What follows belongs to an exercise in optimizing a design on an open flow for small area; a production flow would make more cautious choices. Only simulation tests tie the RTL to the original design; equivalence was not proved. Power is estimated from default activity; no workload was simulated.

==> flow/design.v (outline; a module is shown in full before it is edited, if it fits) <==
// module arith_lite: 969 lines
// module al_fa: 4 lines
// module al_ha: 4 lines
// module al_x2: 3 lines
// module al_sel3: 4 lines
module arith_lite(
   input  logic        clk_i,
   input  logic        rst_ni,
   input  logic [31:0] inp_a,
   input  logic [31:0] inp_b,
   input  logic [1:0]  op,
   output logic [31:0] sum_o,
   output logic [31:0] mult_o,
   output logic        eq_o
);
  // ...
==> flow/flow/run.sh <==
#!/bin/bash
set -euo pipefail
bash standard.sh 'BUFFER_PORTS_ARGS=-buffer_cell sky130_fd_sc_hd__buf_1' finish > flow_make.log 2>&1
==> flow/standard.sh <==
#!/bin/bash
# synth_recipe.tcl (not shown) runs the flow's synth.tcl, then flattens the netlist and writes it again
# the make line also repeats each setting of config.mk as NAME=value (left out here)
make -C /OpenROAD-flow-scripts/flow DESIGN_CONFIG=/design/flow/config.mk WORK_HOME=/design/flow/orfs CLKGATE_MAP_FILE= SYNTH_SCRIPT=/design/flow/synth_recipe.tcl "${@:-finish}"
==> flow/config.mk <==
export PLATFORM = sky130hd
export DESIGN_NAME = arith_lite
export DESIGN_NICKNAME = arith_lite
export VERILOG_FILES = /design/flow/design.v
export SDC_FILE = /design/flow/constraint.sdc
export NUM_CORES = 4
export LEC_CHECK = 0
export ABC_AREA = 0
export ABC_CLOCK_PERIOD_IN_PS = 100000
export CAP_MARGIN = 20
export CORE_MARGIN = 2
export CORE_UTILIZATION = 40
export CTS_BUF_LIST = sky130_fd_sc_hd__clkbuf_8
export GPL_TIMING_DRIVEN = 0
export PLACE_DENSITY = 0.5
export SLEW_MARGIN = 20
export SYNTH_HIERARCHICAL = 1
export SYNTH_MINIMUM_KEEP_SIZE = 0
==> flow/constraint.sdc <==
create_clock -name core_clock -period 7.5 [get_ports {clk_i}]
set_input_delay 1.5000 -clock core_clock [delete_from_list [all_inputs] [get_ports {clk_i}]]
set_output_delay 1.5000 -clock core_clock [all_outputs]
set_load 0.01 [all_outputs]
==> out/metrics.cfg, run 1 <==
[run_status]
status = finished clean

[sta]
slew-limit-headroom_pct = 18.02
final-hold-violation-count = 0
max_freq_ghz = 0.1395
fin_ws_ps = 332.3

[cells_and_area]
drive_gt1_share_pct = 8.870
syn_to_final_growth_pct = 14.36
final_cell_mix = a222oi_1 (272), fa_1 (196), buf_1 (132)
largest_cell_class = multi-input combinational cells
design_area_mm2 = 0.01473
buffer_area_share_pct = 5.217

[floorplan]
dieArea_mm2 = 0.03364
nWellTaps = 402
rows = 65

[setup_path]
cpMostUsedCell = fa_1
cpMaxStageDelayCell = nor2_1
startpoint_type = flop
reg2reg_from = m_q$_DFF_P_
critPathMaxStageDelay_ps = 920

[global_routing]
track_usage_pct = 30.38
use_met1_pct = 40.04

[routing]
first_pass_iters = 17
vias = 12080

[job]
drv_cap = 0

[yosys]
yosysTopAreaCell = fa_1
synth-xor-area-share_pct = 6.394
synth_cell_type_count = 46
yosys_warnings = 7
synth_top_family_by_area = adder cells
synth_common_cells = a222oi_1 (272), fa_1 (196), dfxtp_1 (129), nor2_1 (95), xor2_1 (93)
syn-mean-instance-area_um2 = 11.59

[clocking]
cts.sinks = 133
clkLatencyLatePin_ps = 500
cts_htree_levels = 4

[power]
seq_power_share_pct = 23.6
finalPower_mw = 5.288

==> run 2: changes to the inputs <==
--- a/flow/design.v
+++ b/flow/design.v
@@ -5,17 +5,25 @@
    input  logic [31:0] inp_b,
    input  logic [1:0]  op,
    output logic [31:0] sum_o,
    output logic [31:0] mult_o,
    output logic        eq_o
 );
    wire [1:0] tag_d = {op[0] ^ op[1], ~op[0]};
    wire       mul1  = op == 2'd1;
-   wire [31:0] m1 = mul1 ? {inp_a[30:0], 1'b0} : inp_b;
+   wire [31:0] m1;
+   wire        add1 = ~mul1;
+   for (genvar i = 0; i < 32; i++) begin : g_m1
+      if (i == 0) begin : g0
+         assign m1[i] = add1 & inp_b[i];
+      end else begin : gi
+         al_ao22 u_m (.a1(mul1), .a2(inp_a[i-1]), .b1(add1), .b2(inp_b[i]), .y(m1[i]));
+      end
+   end
    logic [31:0] ta_p, ta_g, ta_c, ta_s;
    assign ta_p[0] = inp_a[0] ^ m1[0];
    assign ta_g[0] = inp_a[0] & m1[0];
    assign ta_p[1] = inp_a[1] ^ m1[1];
    assign ta_g[1] = inp_a[1] & m1[1];
    assign ta_p[2] = inp_a[2] ^ m1[2];
    assign ta_g[2] = inp_a[2] & m1[2];
    assign ta_p[3] = inp_a[3] ^ m1[3];
@@ -970,15 +978,18 @@
 module al_fa(input logic a, input logic b, input logic c, output logic s, output logic co);
    assign s  = a ^ b ^ c;
    assign co = (a & b) | (a & c) | (b & c);
 endmodule
 module al_ha(input logic a, input logic b, output logic s, output logic co);
    assign s  = a ^ b;
    assign co = a & b;
 endmodule
+module al_ao22(input logic a1, input logic a2, input logic b1, input logic b2, output logic y);
+   assign y = (a1 & a2) | (b1 & b2);
+endmodule
 module al_x2(input logic a, input logic b, output logic y);
    assign y = a ^ b;
 endmodule
 module al_sel3(input logic s1, input logic a, input logic s2, input logic b,
                input logic s3, input logic t, output logic y);
    assign y = ~((s1 & a) | (s2 & b) | (s3 & t));
 endmodule
==> run 2 against run 1 <==
Compared with the run above:
- still clean on timing, DRC and antenna
- fmax is 3.2% higher
- synthesized cell count is 0.63% higher
- clock skew hardly changed
- highest routed layer unchanged
==> out/metrics.cfg, run 2 <==
[yosys]
synthTopCellsByArea = fa_1 (31%), a222oi_1 (21%), dfxtp_1 (20%), xor2_1 (6.4%), ha_1 (4.8%)  ; was fa_1 (30%), a222oi_1 (21%), dfxtp_1 (20%), xor2_1 (6.3%), ha_1 (4.8%)
synthCells = 1118  ; was 1111
yosysSeqAreaShare_pct = 20.97  ; was 20.83%
synth.most_common_cell = a222oi_1  ; unchanged
syn-mean-instance-area_um2 = 11.44  ; was 11.59 um^2
yosys_warnings = 7  ; unchanged
async_flop_share_pct = 3.008  ; unchanged
syn-cell-area_mm2 = 0.01279  ; was 0.01288 mm^2
synth-main-ff-cell = dfxtp_1  ; unchanged
yosysTopAreaCell = fa_1  ; unchanged
synth_cell_type_count = 50  ; was 46
synth_seq_cells = 133  ; unchanged
synth_common_cells = a222oi_1 (272), fa_1 (196), dfxtp_1 (129), nor2_1 (107), xor2_1 (94)  ; was a222oi_1 (272), fa_1 (196), dfxtp_1 (129), nor2_1 (95), xor2_1 (93)
yosysTopAreaCellShare_pct = 30.67  ; was 30.47%
synth_edf_count = 0  ; unchanged

[setup_path]
rr_endpoint = rn_q[31]$_DFF_P_  ; unchanged
worstPathRequired_ps = 7890  ; was 7870 ps
cpMostUsedCell = fa_1  ; unchanged
reg2reg_from = m_q$_DFF_P_  ; unchanged
cpMaxStageDelayCell = fa_1  ; was nor2_1
crit_fanout = 21  ; was 14
reg2reg_slack_ps = 550  ; was 330 ps
cp.arrival_ps = 7340  ; was 7540 ps
critPathMaxStageDelay_ps = 570  ; was 920 ps
startpoint_type = flop  ; unchanged
ff2ff_path_depth = 20  ; was 18
worstSetupEndpointType = flop  ; unchanged
crit_family = adder cells  ; unchanged
critPathBufInv = 3  ; was 2
critPathKind = flop to flop  ; unchanged
crit_chain = clkbuf_1 -> clkbuf_2 -> nand2_1 -> nor2_4 -> buf_16 -> a222oi_1 -> fa_1 -> fa_1 -> fa_1 -> fa_1 -> fa_1 -> fa_1 -> a211o_1 -> a2111oi_2 -> o2111ai_1 -> a21oi_2 -> o21ai_2 -> o21ai_1 -> nand2_1 -> xor2_1  ; was clkbuf_1 -> clkbuf_2 -> nand2_1 -> nor2_1 -> a222oi_1 -> fa_1 -> fa_1 -> fa_1 -> fa_1 -> fa_1 -> fa_1 -> ha_1 -> and4_1 -> o21ai_0 -> a31o_2 -> nand3_1 -> a211o_1 -> xor2_1

[global_routing]
grt_pass1_vias = 12180  ; was 12120
overflow = 0  ; unchanged
grt_max_degree = 35  ; was 33
antenna_found_initial = 0  ; unchanged
track_usage_pct = 30.89  ; was 30.38%
grt_pass1_wl_um = 76440  ; was 76020 um

[clocking]
cts.sinks = 133  ; unchanged
cts_htree_levels = 4  ; unchanged
clk_pin_slew_ps = 90  ; was 80 ps
clkLatencyLatePin_ps = 510  ; was 500 ps
root_buffer = clkbuf_8  ; unchanged
ctsLongestPathBuffers = 2  ; unchanged
cts_tree = built  ; unchanged
hold_buffers = 0  ; unchanged
cts_made_buffers = 17  ; unchanged

[floorplan]
dieArea_mm2 = 0.03343  ; was 0.03364 mm^2
die_w_um = 182.8  ; was 183.4 um
start_util_pct = 40.54  ; was 40.70%
io_pins = 133  ; unchanged
die_h_um = 182.8  ; was 183.4 um
rows = 65  ; unchanged
coreArea_mm2 = 0.03156  ; was 0.03164 mm^2

[routing]
first_pass_iters = 16  ; was 17
drt_iter0_drc = 3274  ; was 3653
routed_wirelength_um = 51800  ; was 51780 um
post_drt_wl_per_cell_um = 29.93  ; was 30.07 um
ant_nets = 0  ; unchanged
route.detailed.drc = 0  ; unchanged
viasPerCell = 7.091  ; was 7.015
vias = 12270  ; was 12080

[cells_and_area]
stdcell_count = 1731  ; was 1722
syn_to_final_growth_pct = 14.55  ; was 14.36%
final_util_pct = 46.44  ; was 46.55%
final_cell_mix = a222oi_1 (272), fa_1 (196), buf_1 (132)  ; unchanged
drive_gt1_share_pct = 7.073  ; was 8.870%
antenna_cells = 0  ; was 1
final_net_count = 1629  ; was 1619
final_common_cell = a222oi_1  ; unchanged

[power]
ir_drop_v = 0.0002989  ; was 0.0002190 V
power.leakage_nw = 4.872  ; was 4.811 nW
p_per_area_mw_per_mm2 = 355.4  ; was 359.1 mW/mm^2

[placement]
hpwlAfterDp_um = 35140  ; was 35130 um
pre_cts_ws_ps = 97.85  ; was 199.4 ps
place.gp.congestion = 0.8964  ; was 0.9053
io_buffers = 132  ; unchanged
place_inst = 1698  ; was 1688

[sta]
finClkSkew_ps = 21.68  ; was 21.90 ps
tns_ps = 0  ; unchanged
report.final.setup_viol = 0  ; unchanged
fin_ws_ps = 551.7  ; was 332.3 ps
fin_crit_ps = 6948  ; was 7168 ps
rsz0062_at_grt = false  ; unchanged
slew_violations = 0  ; unchanged
max_freq_ghz = 0.1439  ; was 0.1395 GHz
finalCritPeriodShare_pct = 92.64  ; was 95.57%
final-hold-violation-count = 0  ; unchanged
slew-limit-headroom_pct = 20.02  ; was 18.02%
tightestPinTransition_ps = 1200  ; was 1228 ps

[worst_hold_path]
whs_path_depth = 0  ; unchanged
hold_class = flop to flop  ; unchanged
hold_path_end = tag2_q[0]$_DFF_PN0_  ; unchanged
hp-start = tag1_q[0]$_DFF_PN0_  ; unchanged

[job]
drv_cap = 0  ; unchanged

[run_status]
status = finished clean  ; unchanged

==> run 2: changes by cell type after synthesis, moves of 4 or more <==
| cell | delta |
|---|---|
| a22o_1 | +31 |
| mux2_2 | -30 |
| nor2_1 | +12 |
| a31o_2 | -5 |
| and3b_1 | -4 |
| clkbuf_1 | -4 |
| nand2b_1 | +4 |
| nand3_1 | -4 |
| o31ai_1 | -4 |
==> run 2: per-stage QoR <==
step	area, um^2	total power, mW	hold slack, ps
after floorplan	12920	3.711	331.2
after global placement	13920	4.555	335.3
after detailed placement	14240	4.622	349.8
after CTS	14620	5.244	369.5
after global routing	14660	5.707	379.6
final	14660	5.209	364.1
==> run 2: repair_timing <==
item | in CTS | in global routing
endpoints found under the setup margin | 0 | 8
endpoints found under the hold margin | 0 | 0
setup buffers | 0 | 0
gates resized for setup | 0 | 7
==> run 2: worst max-delay path by stage <==
stage | start | end | slack [ps] | cells after the start
after floorplan | m_q$_DFF_P_ | rn_q[31]$_DFF_P_ | 1070 | 19
after global placement | m_q$_DFF_P_ | rn_q[31]$_DFF_P_ | -1140 | 19
after detailed placement | m_q$_DFF_P_ | rn_q[31]$_DFF_P_ | 100 | 18
after CTS | m_q$_DFF_P_ | rn_q[31]$_DFF_P_ | 70 | 18
after global routing | m_q$_DFF_P_ | rn_q[31]$_DFF_P_ | 190 | 20
final | m_q$_DFF_P_ | rn_q[31]$_DFF_P_ | 550 | 20
==> run 2: modules after synthesis (local to each module, per instance) <==
| module | cells inside | copies in the design |
|---|---|---|
| al_sel3 | 1 | 272 |
| al_x2 | 1 | 93 |
| arith_lite | 526 | 1 |
| al_fa | 1 | 196 |
| al_ao22 | 1 | 31 |
==> run 2: final cells by class <==
cell class	instances	area, um^2
fillers	2980	16900
multi-input cells	977	10180
flip-flops and latches	133	2693
repair buffers	145	740.7
well taps	402	503.0
clock buffers	18	247.7
clock inverters	14	135.1
inverters	31	116.4
plain buffers	11	43.79
==> run 2: routing by layer <==
metal,track usage [%],up-vias,wire length (um)
li1,-,5065,-
met1,39.68,6004,19590
met2,48.70,1004,23010
met3,7.089,201,6110
met4,16.35,0,3089
met5,0,-,0
==> run 2: report_power, final <==
| part | total [mW] | switching, mW | internal [mW] |
|---|---|---|---|
| combinational | 3.33 | 1.84 | 1.50 |
| clock | 0.617 | 0.362 | 0.254 |
| sequential | 1.26 | 0.324 | 0.936 |
==> run 2: cell families after synthesis <==
family / share of synthesized area [%]
AND/OR/NAND/NOR: 7.785
flip-flops: 20.97
AO/OA/AOI/OAI: 28.06
buffers and inverters: 1.232
XOR/XNOR: 6.435
adder cells (fa/ha/maj): 35.46
other: 0.05870
==> run 3: changes to the inputs <==
==> flow/flow/run.sh (replaced) <==
#!/bin/bash
set -euo pipefail
bash standard.sh 'BUFFER_PORTS_ARGS=-buffer_cell sky130_fd_sc_hd__buf_1' \
  'CTS_ARGS=-sink_clustering_enable -repair_clock_nets -buf_list sky130_fd_sc_hd__clkbuf_8 -dont_use_dummy_load' \
  finish > flow_make.log 2>&1
==> run 3 against run 2 <==
Compared with the run above:
- routed wire length decreased by 0.64%
- sequential power barely moved
- worst setup slack lost 140 ps
- clock skew grew 19 ps
- die area unchanged
- sequential share of layout area grew 0.20 points
- clock-buffer cell count fell by 1
- fmax down 2.0%
- combinational power about the same
- via count fell by 1.7%
- non-clock buffer count fell by 1
- largest cell class unchanged
==> out/metrics.cfg, run 3 <==
[yosys]
synth-main-ff-cell = dfxtp_1  ; unchanged
synth.most_common_cell = a222oi_1  ; unchanged
syn-cell-area_mm2 = 0.01279  ; unchanged
synthTopCellsByArea = fa_1 (31%), a222oi_1 (21%), dfxtp_1 (20%), xor2_1 (6.4%), ha_1 (4.8%)  ; unchanged
async_flop_share_pct = 3.008  ; unchanged
yosysSeqAreaShare_pct = 20.97  ; unchanged
synth_seq_cells = 133  ; unchanged
yosysTopAreaCellShare_pct = 30.67  ; unchanged
synthCells = 1118  ; unchanged
synth_common_cells = a222oi_1 (272), fa_1 (196), dfxtp_1 (129), nor2_1 (107), xor2_1 (94)  ; unchanged
synth_edf_count = 0  ; unchanged
yosysTopAreaCell = fa_1  ; unchanged
synth_cell_type_count = 50  ; unchanged
yosys_warnings = 7  ; unchanged
syn-mean-instance-area_um2 = 11.44  ; unchanged

[cells_and_area]
multiInputGateArea_mm2 = 0.01017  ; was 0.01018 mm^2
syn_to_final_growth_pct = 13.31  ; was 14.55%
drive_gt1_share_pct = 6.017  ; was 7.073%
regArea_mm2 = 0.002693  ; unchanged
antenna_cells = 0  ; unchanged
stdcell_count = 1715  ; was 1731
final_net_count = 1628  ; was 1629
final_common_cell = a222oi_1  ; unchanged
final_cell_mix = a222oi_1 (272), fa_1 (196), buf_1 (132)  ; unchanged
final.fill_count = 2981  ; was 2980

[routing]
ant_nets = 0  ; unchanged
route.detailed.drc = 0  ; unchanged
post_drt_wl_per_cell_um = 30.01  ; was 29.93 um
drt_iter0_drc = 3179  ; was 3274
viasPerCell = 7.034  ; was 7.091
routed_wirelength_um = 51470  ; was 51800 um
first_pass_iters = 13  ; was 16
vias = 12060  ; was 12270

[clocking]
clkLatencyLatePin_ps = 510  ; about the same
ctsLongestPathBuffers = 2  ; unchanged
cts_made_buffers = 17  ; unchanged
root_buffer = clkbuf_8  ; unchanged
ctsResizeCount = 0  ; unchanged
cts.sinks = 133  ; unchanged
clk_pin_slew_ps = 90  ; about the same
hold_buffers = 0  ; unchanged
cts_htree_levels = 4  ; unchanged
cts_tree = built  ; unchanged
post-cts-setup-buffers = 0  ; unchanged

[floorplan]
io_pins = 133  ; unchanged
dieArea_mm2 = 0.03343  ; unchanged
rows = 65  ; unchanged
coreArea_mm2 = 0.03156  ; unchanged
start_util_pct = 40.54  ; unchanged
die_h_um = 182.8  ; unchanged
die_w_um = 182.8  ; unchanged

[sta]
finClkSkew_ps = 41.15  ; was 21.68 ps
fin_crit_ps = 7093  ; was 6948 ps
max_freq_ghz = 0.1410  ; was 0.1439 GHz
report.final.setup_viol = 0  ; unchanged
slew-limit-headroom_pct = 17.54  ; was 20.02%
final-hold-violation-count = 0  ; unchanged
fin_ws_ps = 407.4  ; was 551.7 ps
tightestPinTransition_ps = 1235  ; was 1200 ps
finalCritPeriodShare_pct = 94.57  ; was 92.64%
slew_violations = 0  ; unchanged
rsz0062_at_grt = false  ; unchanged

[global_routing]
met2_usage_pct = 48.70  ; unchanged
antenna_found_initial = 0  ; unchanged
track_usage_pct = 30.86  ; was 30.89%
grt_pass1_vias = 12110  ; was 12180
grt_pass1_wl_um = 76390  ; was 76440 um
grt_busiest_layer = met2  ; unchanged
grt_max_degree = 35  ; unchanged
use_met1_pct = 39.82  ; was 39.68%
met3_usage_pct = 7.327  ; was 7.089%
overflow = 0  ; unchanged

[placement]
io_buffers = 132  ; unchanged
hpwlAfterDp_um = 35140  ; unchanged
place.gp.congestion = 0.8964  ; unchanged
pre_cts_ws_ps = 97.85  ; unchanged
place_inst = 1698  ; unchanged

[setup_path]
critPathKind = flop to flop  ; unchanged
crit_chain = clkbuf_1 -> clkbuf_2 -> nand2_1 -> nor2_2 -> a222oi_1 -> fa_1 -> fa_1 -> fa_1 -> fa_1 -> fa_1 -> fa_1 -> ha_1 -> a2111oi_2 -> o2111ai_1 -> a21oi_2 -> o21ai_2 -> o21ai_1 -> nand2_1 -> xor2_1  ; was clkbuf_1 -> clkbuf_2 -> nand2_1 -> nor2_4 -> buf_16 -> a222oi_1 -> fa_1 -> fa_1 -> fa_1 -> fa_1 -> fa_1 -> fa_1 -> a211o_1 -> a2111oi_2 -> o2111ai_1 -> a21oi_2 -> o21ai_2 -> o21ai_1 -> nand2_1 -> xor2_1
crit_fanout = 17  ; was 21
crit_family = adder cells  ; unchanged
critPathBufInv = 2  ; was 3
startpoint_type = flop  ; unchanged
reg2reg_slack_ps = 410  ; was 550 ps
critPathMaxStageDelay_ps = 780  ; was 570 ps
worstSetupEndpointType = flop  ; unchanged
cpMaxStageDelayCell = nor2_2  ; was fa_1
worstPathRequired_ps = 7870  ; was 7890 ps
cp.arrival_ps = 7460  ; was 7340 ps
cpMostUsedCell = fa_1  ; unchanged

[worst_hold_path]
hold_class = flop to flop  ; unchanged

[power]
ir_drop_v = 0.0003045  ; was 0.0002989 V
p_per_area_mw_per_mm2 = 349.1  ; was 355.4 mW/mm^2
power.leakage_nw = 4.792  ; was 4.872 nW

[run_status]
status = finished clean  ; unchanged

[job]
drv_cap = 0  ; unchanged

==> run 3: modules after synthesis, one instance, submodules excluded <==
module / times used / flip-flops and latches
arith_lite: 1 / 133
al_ao22: 31 / 0
al_fa: 196 / 0
al_x2: 93 / 0
al_sel3: 272 / 0
==> run 3: path summary, 6_finish.rpt <==
path                                startpoint                  end  cells after the start
min reg2reg                tag1_q[0]$_DFF_PN0_  tag2_q[0]$_DFF_PN0_                      0
max                                m_q$_DFF_P_     rn_q[31]$_DFF_P_                     19
min                        tag1_q[0]$_DFF_PN0_  tag2_q[0]$_DFF_PN0_                      0
min in group asynchronous               rst_ni  tag1_q[0]$_DFF_PN0_                      1
max in group asynchronous               rst_ni  tag1_q[1]$_DFF_PN0_                      1
max reg2reg                        m_q$_DFF_P_     rn_q[31]$_DFF_P_                     19
==> run 3: final cells by class <==
class                           instances  share of cell area, %
Tap cell                              402                  3.470
Multi-Input combinational cell        977                  70.18
Clock buffer                           17                  1.614
Timing Repair Buffer                  144                  5.058
Buffer                                 11                 0.3021
Inverter                               31                 0.8027
Sequential cell                       133                  18.57
==> run 3: cell families (layout without fill, tap and decap cells) <==
| logic type | count (synthesis) | in the layout | share of synthesized area [%] |
|---|---|---|---|
| flops | 133 | 133 | 20.97 |
| compound gates | 383 | 383 | 28.06 |
| xor+xnor | 94 | 94 | 6.435 |
| other cells | 2 | 36 | 0.05870 |
| simple gates | 219 | 219 | 7.785 |
| buf+inv | 42 | 203 | 1.232 |
| fa+ha+maj | 245 | 245 | 35.46 |
==> run 3: worst reg2reg max path, delay by kind of cell, from the launching register on <==
| kind | cells | cell delay [ps] |
|---|---|---|
| AOI/OAI and AO/OA | 6 | 1540 |
| xor gates and xnor gates | 1 | 160 |
| adders and majority gates | 7 | 3010 |
| buffers and inverters | 2 | 920 |
| DFF | 1 | 350 |
| and+or+nand+nor | 3 | 970 |
==> run 3: report_power, final <==
| part | internal, mW | switching (mW) | total [mW] |
|---|---|---|---|
| Combinational | 1.50 | 1.84 | 3.34 |
| Clock | 0.198 | 0.266 | 0.464 |
| Sequential | 0.937 | 0.324 | 1.26 |
==> run 3: layer usage <==
metal  up-vias  routed length (um)
met1      5877               19430
met2       952               22910
met3       189                6098
met5         -                   0
met4         0                3036
li1       5046                   -
==> run 3: metrics by stage <==
step | instance area, um^2 | TNS (ps) | util, % | total power [mW] | hold slack, ps
after floorplan | 12920 | 0 | - | 3.711 | 331.2
after global placement | 13920 | -10580 | 44.11 | 4.555 | 335.3
after detailed placement | 14240 | 0 | 45.13 | 4.622 | 349.8
after CTS | 14480 | 0 | 45.87 | 5.094 | 364.2
after global routing | 14500 | 0 | 45.94 | 5.560 | 374.6
final | 14500 | 0 | 45.94 | 5.060 | 359.2
==> run 4: changes to the inputs <==
--- a/flow/config.mk
+++ b/flow/config.mk
@@ -9,10 +9,10 @@
 export ABC_CLOCK_PERIOD_IN_PS = 100000
 export CAP_MARGIN = 20
 export CORE_MARGIN = 2
-export CORE_UTILIZATION = 40
+export CORE_UTILIZATION = 55
 export CTS_BUF_LIST = sky130_fd_sc_hd__clkbuf_8
 export GPL_TIMING_DRIVEN = 0
-export PLACE_DENSITY = 0.5
+export PLACE_DENSITY = 0.65
 export SLEW_MARGIN = 20
 export SYNTH_HIERARCHICAL = 1
 export SYNTH_MINIMUM_KEEP_SIZE = 0
==> run 4 against run 3 <==
Compared with the run above:
- still clean
- routed wire length shrank 5.7%
- clock-buffer cell count is the same
- first-iteration DRC count grew 16%
- clock power is essentially flat
- critical path depth is the same
- hold slack lost 12 ps
- fmax shrank 1.8%
- die area shrank 27%
- largest power group unchanged
==> out/metrics.cfg, run 4 <==
[run_status]
status = finished clean  ; unchanged

[sta]
finalCritPeriodShare_pct = 96.34  ; was 94.57%
tightestPinTransition_ps = 1250  ; was 1235 ps
tns_ps = 0  ; unchanged
hold_ws_ps = 347.6  ; was 359.2 ps
finClkSkew_ps = 49.82  ; was 41.15 ps
fin_crit_ps = 7225  ; was 7093 ps
final-hold-violation-count = 0  ; unchanged
slew_violations = 0  ; unchanged
rsz0062_at_grt = false  ; unchanged
max_freq_ghz = 0.1384  ; was 0.1410 GHz
slew-limit-headroom_pct = 16.65  ; was 17.54%
report.final.setup_viol = 0  ; unchanged

[routing]
first_pass_iters = 19  ; was 13
vias = 12520  ; was 12060
drt_iter0_drc = 3679  ; was 3179
viasPerCell = 7.838  ; was 7.034
route.detailed.drc = 0  ; unchanged
post_drt_wl_per_cell_um = 30.40  ; was 30.01 um
ant_nets = 0  ; unchanged
routed_wirelength_um = 48540  ; was 51470 um

[power]
seq_power_share_pct = 25.0  ; was 24.9%
power.share.clock_pct = 9.2  ; about the same
internal_power_mw = 2.627  ; was 2.632 mW
power.leakage_nw = 4.762  ; was 4.792 nW
net-switching-power_mw = 2.417  ; was 2.428 mW
finalPower_mw = 5.044  ; was 5.060 mW
p_sw_share_pct = 47.92  ; was 47.98%
p_per_area_mw_per_mm2 = 353.1  ; was 349.1 mW/mm^2
pwr-share-comb_pct = 65.8  ; was 65.9%
ir_drop_v = 0.0003640  ; was 0.0003045 V

[yosys]
yosys_warnings = 7  ; unchanged
yosysTopAreaCellShare_pct = 30.67  ; unchanged
synthTopCellsByArea = fa_1 (31%), a222oi_1 (21%), dfxtp_1 (20%), xor2_1 (6.4%), ha_1 (4.8%)  ; unchanged
synth_common_cells = a222oi_1 (272), fa_1 (196), dfxtp_1 (129), nor2_1 (107), xor2_1 (94)  ; unchanged
syn-cell-area_mm2 = 0.01279  ; unchanged
async_flop_share_pct = 3.008  ; unchanged
yosysTopAreaCell = fa_1  ; unchanged
synth_edf_count = 0  ; unchanged
synth.most_common_cell = a222oi_1  ; unchanged
synth-main-ff-cell = dfxtp_1  ; unchanged
yosysSeqAreaShare_pct = 20.97  ; unchanged
synth_seq_cells = 133  ; unchanged
syn-mean-instance-area_um2 = 11.44  ; unchanged
synth_cell_type_count = 50  ; unchanged
synthCells = 1118  ; unchanged

[placement]
place_inst = 1577  ; was 1698
placed_cell_area_mm2 = 0.01401  ; was 0.01424 mm^2
io_buffers = 132  ; unchanged
hpwlAfterDp_um = 31530  ; was 35140 um
place.gp.congestion = 0.9422  ; was 0.8964

[setup_path]
startpoint_type = flop  ; unchanged
worstSetupEndpointType = flop  ; unchanged
critPathKind = flop to flop  ; unchanged
worstPathRequired_ps = 7830  ; was 7870 ps
cp.arrival_ps = 7560  ; was 7460 ps
cpMaxStageDelayCell = fa_1  ; was nor2_2
cpMostUsedCell = fa_1  ; unchanged
crit_chain = clkbuf_1 -> clkbuf_2 -> nand2_1 -> nor2_4 -> a222oi_1 -> fa_1 -> fa_1 -> fa_1 -> fa_1 -> fa_1 -> fa_1 -> a211o_1 -> a2111oi_2 -> o2111ai_1 -> a21oi_2 -> o21ai_2 -> o21ai_1 -> nand2_1 -> xor2_1  ; was clkbuf_1 -> clkbuf_2 -> nand2_1 -> nor2_2 -> a222oi_1 -> fa_1 -> fa_1 -> fa_1 -> fa_1 -> fa_1 -> fa_1 -> ha_1 -> a2111oi_2 -> o2111ai_1 -> a21oi_2 -> o21ai_2 -> o21ai_1 -> nand2_1 -> xor2_1
critPathMaxStageDelay_ps = 550  ; was 780 ps
crit_fanout = 13  ; was 17

[clocking]
cts.sinks = 133  ; unchanged
ctsLongestPathBuffers = 2  ; unchanged
hold_buffers = 0  ; unchanged
cts_htree_levels = 4  ; unchanged
cts_made_buffers = 17  ; unchanged
clk_pin_slew_ps = 90  ; about the same
root_buffer = clkbuf_8  ; unchanged
clkLatencyLatePin_ps = 480  ; was 510 ps
cts_tree = built  ; unchanged

[global_routing]
grt_pass1_vias = 12300  ; was 12110
grt_max_degree = 35  ; unchanged
overflow = 0  ; unchanged
track_usage_pct = 39.20  ; was 30.86%
antenna_found_initial = 0  ; unchanged
grt_pass1_wl_um = 71800  ; was 76390 um

[floorplan]
dieArea_mm2 = 0.02450  ; was 0.03343 mm^2
rows = 55  ; was 65
io_pins = 133  ; unchanged
start_util_pct = 56.34  ; was 40.54%
coreArea_mm2 = 0.02271  ; was 0.03156 mm^2
die_h_um = 156.5  ; was 182.8 um
die_w_um = 156.5  ; was 182.8 um

[cells_and_area]
stdcell_count = 1597  ; was 1715
drive_gt1_share_pct = 5.945  ; was 6.017%
antenna_cells = 0  ; unchanged
final_net_count = 1627  ; was 1628
final_cell_mix = a222oi_1 (272), fa_1 (196), buf_1 (132)  ; unchanged
syn_to_final_growth_pct = 11.66  ; was 13.31%
final_common_cell = a222oi_1  ; unchanged
design_area_mm2 = 0.01429  ; was 0.01450 mm^2

[worst_hold_path]
hold_class = flop to flop  ; unchanged

[job]
drv_cap = 0  ; unchanged

-- run 4: per-module statistics from Yosys (local to each module, per instance) --
module      flip-flops and latches  cell area [um^2]  cells
al_ao22                          0             8.758      1
arith_lite                     133              5061    526
al_fa                            0             20.02      1
al_x2                            0             8.758      1
al_sel3                          0             10.01      1
-- run 4: what timing repair did --
action,4_1_cts,5_1_grt
gates resized for setup,0,6
endpoints found under the setup margin,0,6
buffers inserted,0,0
-- run 4: layout make-up --
class                   count  area [um^2]
clock buffers              17        234.0
plain buffers              11        43.79
repair buffers            141        654.4
multi-input cells         979        10190
flip-flops and latches    133         2694
well taps                 285        356.6
inverters                  31        116.4
fillers                  1890         8424
-- run 4: cells by family after synthesis --
family	count (synthesis)	share of synthesized area [%]
compound gates	383	28.06
fa+ha+maj	245	35.46
simple gates	219	7.785
flops	133	20.97
xor+xnor	94	6.435
buf+inv	42	1.232
other cells	2	0.05870
-- run 4: worst max-delay path, delay by kind of cell, from the launching register on --
kind            cells  cell delay [ps]
fa+ha+maj           6             2700
buf+inv             2              840
simple gates        3              940
compound gates      7             1960
flops               1              370
xor+xnor            1              260
-- run 4: layer usage --
| layer | share of wire (%) | global-route usage (%) | wire, um |
|---|---|---|---|
| met1 | 35 | 49.82 | 16840 |
| met2 | 44 | 60.71 | 21240 |
| met3 | 15 | 10.50 | 7170 |
| met4 | 6.8 | 22.24 | 3289 |
| met5 | 0 | 0.6211 | 0 |
-- run 4: power by group through the flow --
stage	combinational (mW)	sequential, mW	clock [mW]
3_5_place_dp	3.33	1.23	0
5_1_grt	3.79	1.25	0.495
3_3_place_gp	3.24	1.23	0
4_1_cts	3.34	1.22	0.470
2_1_floorplan	2.62	1.09	0
6_report	3.32	1.26	0.464
-- run 4: final timing paths --
kind | from | endpoint | slack, ps | cells past startpoint
setup / recovery | m_q$_DFF_P_ | rn_q[31]$_DFF_P_ | 270 | 19
hold / removal | tag1_q[1]$_DFF_PN0_ | tag2_q[1]$_DFF_PN0_ | 350 | 0
setup reg to reg | m_q$_DFF_P_ | rn_q[31]$_DFF_P_ | 270 | 19
hold reg to reg | tag1_q[1]$_DFF_PN0_ | tag2_q[1]$_DFF_PN0_ | 350 | 0
max in group asynchronous | rst_ni | tag1_q[1]$_DFF_PN0_ | 6440 | 1
min in group asynchronous | rst_ni | tag2_q[0]$_DFF_PN0_ | 880 | 1
-- run 4: per-stage QoR --
| stage | setup slack, ps | util, % |
|---|---|---|
| 2_1_floorplan | 1072 | - |
| 3_3_place_gp | -1168 | 60.65 |
| 3_5_place_dp | 137.8 | 61.68 |
| 4_1_cts | 82.66 | 62.71 |
| 5_1_grt | 4.533 | 62.90 |
| 6_report | 274.6 | 62.90 |
==> run 5: changes to the inputs <==
--- a/flow/config.mk
+++ b/flow/config.mk
@@ -9,10 +9,10 @@
 export ABC_CLOCK_PERIOD_IN_PS = 100000
 export CAP_MARGIN = 20
 export CORE_MARGIN = 2
-export CORE_UTILIZATION = 55
+export CORE_UTILIZATION = 62
 export CTS_BUF_LIST = sky130_fd_sc_hd__clkbuf_8
 export GPL_TIMING_DRIVEN = 0
-export PLACE_DENSITY = 0.65
+export PLACE_DENSITY = 0.72
 export SLEW_MARGIN = 20
 export SYNTH_HIERARCHICAL = 1
 export SYNTH_MINIMUM_KEEP_SIZE = 0
==> run 5 against run 4 <==
Compared with the run above:
- sequential power about the same
- register-to-register slack better by 110 ps
- non-clock buffer count down 2
- still clean on timing, DRC and antenna
- critical endpoint is now rn_q[27]$_DFF_P_
- first-iteration DRC count up 13%
- critical path depth unchanged
- clock skew up 0.94 ps
- flip-flop and latch count unchanged
- synthesized cell count unchanged
- worst setup slack better by 110 ps
==> out/metrics.cfg, run 5 <==
[run_status]
status = finished clean  ; unchanged

[yosys]
yosys_warnings = 7  ; unchanged
synth_edf_count = 0  ; unchanged
yosysSeqAreaShare_pct = 20.97  ; unchanged
yosysTopAreaCell = fa_1  ; unchanged
syn-mean-instance-area_um2 = 11.44  ; unchanged
synth.most_common_cell = a222oi_1  ; unchanged
yosysTopAreaCellShare_pct = 30.67  ; unchanged
synth_common_cells = a222oi_1 (272), fa_1 (196), dfxtp_1 (129), nor2_1 (107), xor2_1 (94)  ; unchanged
synth-main-ff-cell = dfxtp_1  ; unchanged
async_flop_share_pct = 3.008  ; unchanged
synthTopCellsByArea = fa_1 (31%), a222oi_1 (21%), dfxtp_1 (20%), xor2_1 (6.4%), ha_1 (4.8%)  ; unchanged
synth_seq_cells = 133  ; unchanged
syn-cell-area_mm2 = 0.01279  ; unchanged
synthCells = 1118  ; unchanged
synth_cell_type_count = 50  ; unchanged

[clocking]
clk_pin_slew_ps = 80  ; was 90 ps
clkLatencyLatePin_ps = 470  ; was 480 ps
root_buffer = clkbuf_8  ; unchanged
post-cts-setup-buffers = 0  ; unchanged
ctsLongestPathBuffers = 2  ; unchanged
cts_htree_levels = 4  ; unchanged
cts.sinks = 133  ; unchanged
cts_tree = built  ; unchanged
cts_made_buffers = 17  ; unchanged

[global_routing]
track_usage_pct = 42.13  ; was 39.20%
grt_pass1_wl_um = 69330  ; was 71800 um
grt_pass1_vias = 12290  ; was 12300
overflow = 0  ; unchanged
antenna_found_initial = 0  ; unchanged
grt_max_degree = 35  ; unchanged

[sta]
max_freq_ghz = 0.1405  ; was 0.1384 GHz
slew-limit-headroom_pct = 17.29  ; was 16.65%
tightestPinTransition_ps = 1239  ; was 1250 ps
report.final.setup_viol = 0  ; unchanged
final-hold-violation-count = 0  ; unchanged
fin_crit_ps = 7118  ; was 7225 ps
finalCritPeriodShare_pct = 94.91  ; was 96.34%
slew_violations = 0  ; unchanged
tns_ps = 0  ; unchanged
rsz0062_at_grt = false  ; unchanged
finClkSkew_ps = 50.77  ; was 49.82 ps

[setup_path]
worstSetupEndpointType = flop  ; unchanged
ff2ff_path_depth = 19  ; unchanged
critPathKind = flop to flop  ; unchanged
startpoint_type = flop  ; unchanged
cp.arrival_ps = 7420  ; was 7560 ps
reg2reg_slack_ps = 380  ; was 270 ps
crit_fanout = 14  ; was 13
reg2reg_from = m_q$_DFF_P_  ; unchanged
rr_endpoint = rn_q[27]$_DFF_P_  ; was rn_q[31]$_DFF_P_
cp-startpoint = m_q$_DFF_P_  ; unchanged
worstPathRequired_ps = 7800  ; was 7830 ps
endpoint = rn_q[27]$_DFF_P_  ; was rn_q[31]$_DFF_P_

[routing]
viasPerCell = 8.058  ; was 7.838
routed_wirelength_um = 47150  ; was 48540 um
first_pass_iters = 21  ; was 19
vias = 12740  ; was 12520
ant_nets = 0  ; unchanged
route.detailed.drc = 0  ; unchanged
drt_iter0_drc = 4172  ; was 3679
post_drt_wl_per_cell_um = 29.82  ; was 30.40 um

[power]
ir_drop_v = 0.0003350  ; was 0.0003640 V
internal_power_mw = 2.636  ; was 2.627 mW
pwr-share-comb_pct = 66.2  ; was 65.8%
power.leakage_nw = 4.748  ; was 4.762 nW
net-switching-power_mw = 2.442  ; was 2.417 mW
finalPower_mw = 5.078  ; was 5.044 mW
p_per_area_mw_per_mm2 = 356.7  ; was 353.1 mW/mm^2
p_sw_share_pct = 48.10  ; was 47.92%
power.share.clock_pct = 9.1  ; was 9.2%
seq_power_share_pct = 24.7  ; was 25.0%

[floorplan]
start_util_pct = 63.23  ; was 56.34%
die_w_um = 147.6  ; was 156.5 um
rows = 52  ; was 55
io_pins = 133  ; unchanged
dieArea_mm2 = 0.02180  ; was 0.02450 mm^2
die_h_um = 147.6  ; was 156.5 um
coreArea_mm2 = 0.02023  ; was 0.02271 mm^2

[cells_and_area]
stdcell_count = 1581  ; was 1597
drive_gt1_share_pct = 5.721  ; was 5.945%
final.fill_count = 1555  ; was 1890
final_net_count = 1626  ; was 1627
final_cell_mix = a222oi_1 (272), fa_1 (196), buf_1 (132)  ; unchanged
final_common_cell = a222oi_1  ; unchanged
antenna_cells = 0  ; unchanged
final_util_pct = 70.36  ; was 62.90%
syn_to_final_growth_pct = 11.29  ; was 11.66%

[placement]
io_buffers = 132  ; unchanged
hpwlAfterDp_um = 30850  ; was 31530 um
place_inst = 1561  ; was 1577
place.gp.congestion = 0.9865  ; was 0.9422

[worst_hold_path]
hold_class = flop to flop  ; unchanged

[job]
drv_cap = 0  ; unchanged

run 5: per-module statistics from Yosys, one instance, submodules excluded:
module / flip-flops and latches / cell area, um^2 / cells inside
arith_lite: 133 / 5061 / 526
al_fa: 0 / 20.02 / 1
al_sel3: 0 / 10.01 / 1
al_ao22: 0 / 8.758 / 1
al_x2: 0 / 8.758 / 1
run 5: power groups by stage:
stage          clock [mW]  combinational (mW)  sequential, mW
3_5_place_dp            0                3.34            1.22
3_3_place_gp            0                3.21            1.22
4_1_cts             0.462                3.35            1.21
5_1_grt             0.487                3.76            1.25
6_report            0.460                3.36            1.26
2_1_floorplan           0                2.62            1.09
run 5: timing repair:
action                     in CTS  in global routing
hold buffers                    0                  0
gates resized for setup         0                  6
setup endpoints to repair       0                  6
run 5: through the flow:
step	cell area, um^2	worst slack (ps)	hold slack, ps
after floorplan	12920	1072	331.2
after global placement	13750	-961.0	334.7
after detailed placement	13960	196.0	334.7
after CTS	14200	160.1	338.5
after global routing	14240	112.3	360.1
final	14240	381.5	343.8
run 5: final cells by class:
cell class / count / area, um^2 / share of cell area, %
inverter: 31 / 116.4 / 0.8173
clock buffer: 17 / 234.0 / 1.643
timing repair buffer: 139 / 623.1 / 4.376
sequential: 133 / 2693 / 18.91
buffer: 11 / 43.79 / 0.3076
multi-input combinational: 980 / 10190 / 71.57
tap: 270 / 337.8 / 2.373
run 5: logic make-up after synthesis:
logic type	Yosys count	synth area share, %
AO/OA/AOI/OAI	383	28.06
adder cells (fa/ha/maj)	245	35.46
AND/OR/NAND/NOR	219	7.785
flip-flops	133	20.97
XOR/XNOR	94	6.435
buffers and inverters	42	1.232
other	2	0.05870
run 5: routing by layer:
metal	track usage [%]	vias to the layer above	share of wire, %
met5	0	-	0
met4	25.38	0	9.1
met3	14.44	404	16
met2	63.84	1375	42
met1	52.34	5913	33
li1	-	5047	-
run 5: worst min-delay path by stage:
stage                              startpoint  cells after the start                  end
after floorplan           tag1_q[0]$_DFF_PN0_                      0  tag2_q[0]$_DFF_PN0_
after global placement    tag1_q[0]$_DFF_PN0_                      0  tag2_q[0]$_DFF_PN0_
after detailed placement  tag1_q[1]$_DFF_PN0_                      0  tag2_q[1]$_DFF_PN0_
after CTS                 tag1_q[1]$_DFF_PN0_                      0  tag2_q[1]$_DFF_PN0_
after global routing      tag1_q[1]$_DFF_PN0_                      0  tag2_q[1]$_DFF_PN0_
final                     tag1_q[1]$_DFF_PN0_                      0  tag2_q[1]$_DFF_PN0_
run 5: worst max-delay path, cell delays in order, from the launching register on:
cell,delay [ps]
dfxtp_1,350
clkbuf_1,430
clkbuf_2,400
nand2_1,310
nor2_4,530
a222oi_1,230
fa_1,620
fa_1,460
fa_1,430
fa_1,440
fa_1,460
ha_1,370
a211o_1,310
a2111oi_2,440
o2111ai_1,210
a21oi_2,370
o21bai_2,120
o21ai_1,200
nand2_1,90
xor2_1,160

-- port drivers added, routing unchanged --
The flow's constraints put no driver on any port. The routed layouts listed below were extracted and timed again, unchanged, in two steps.
Step 1 sets driving cells, clkbuf_16 on the clock port and buf_2 on the other inputs (assumed; they add their load-dependent delay and slew).
Step 2 times the ports against the registers' clock, not the clock port: input delays grow and output delays shrink by t, the midpoint of the rising clock arrivals with the driver on.
Three values: ideal ports, drivers, drivers and shift; two values: the first two.
run	shift t [ns]	setup slack, ns	worst hold slack (ns)	slew at the worst register clock pin (ns)	cell pins on the clock port's net
run 1	0.542	0.332 / 0.332 / 0.332	0.355 / 0.355 / 0.355	0.10 / 0.10	1
run 2	0.552	0.552 / 0.552 / 0.552	0.364 / 0.364 / 0.364	0.11 / 0.11	1
run 3	0.538	0.407 / 0.407 / 0.407	0.359 / 0.359 / 0.359	0.10 / 0.10	1
run 4	0.497	0.275 / 0.275 / 0.275	0.348 / 0.348 / 0.348	0.12 / 0.12	1
run 5	0.486	0.382 / 0.382 / 0.382	0.344 / 0.344 / 0.344	0.10 / 0.10	1
After both steps every run listed still meets setup and hold.
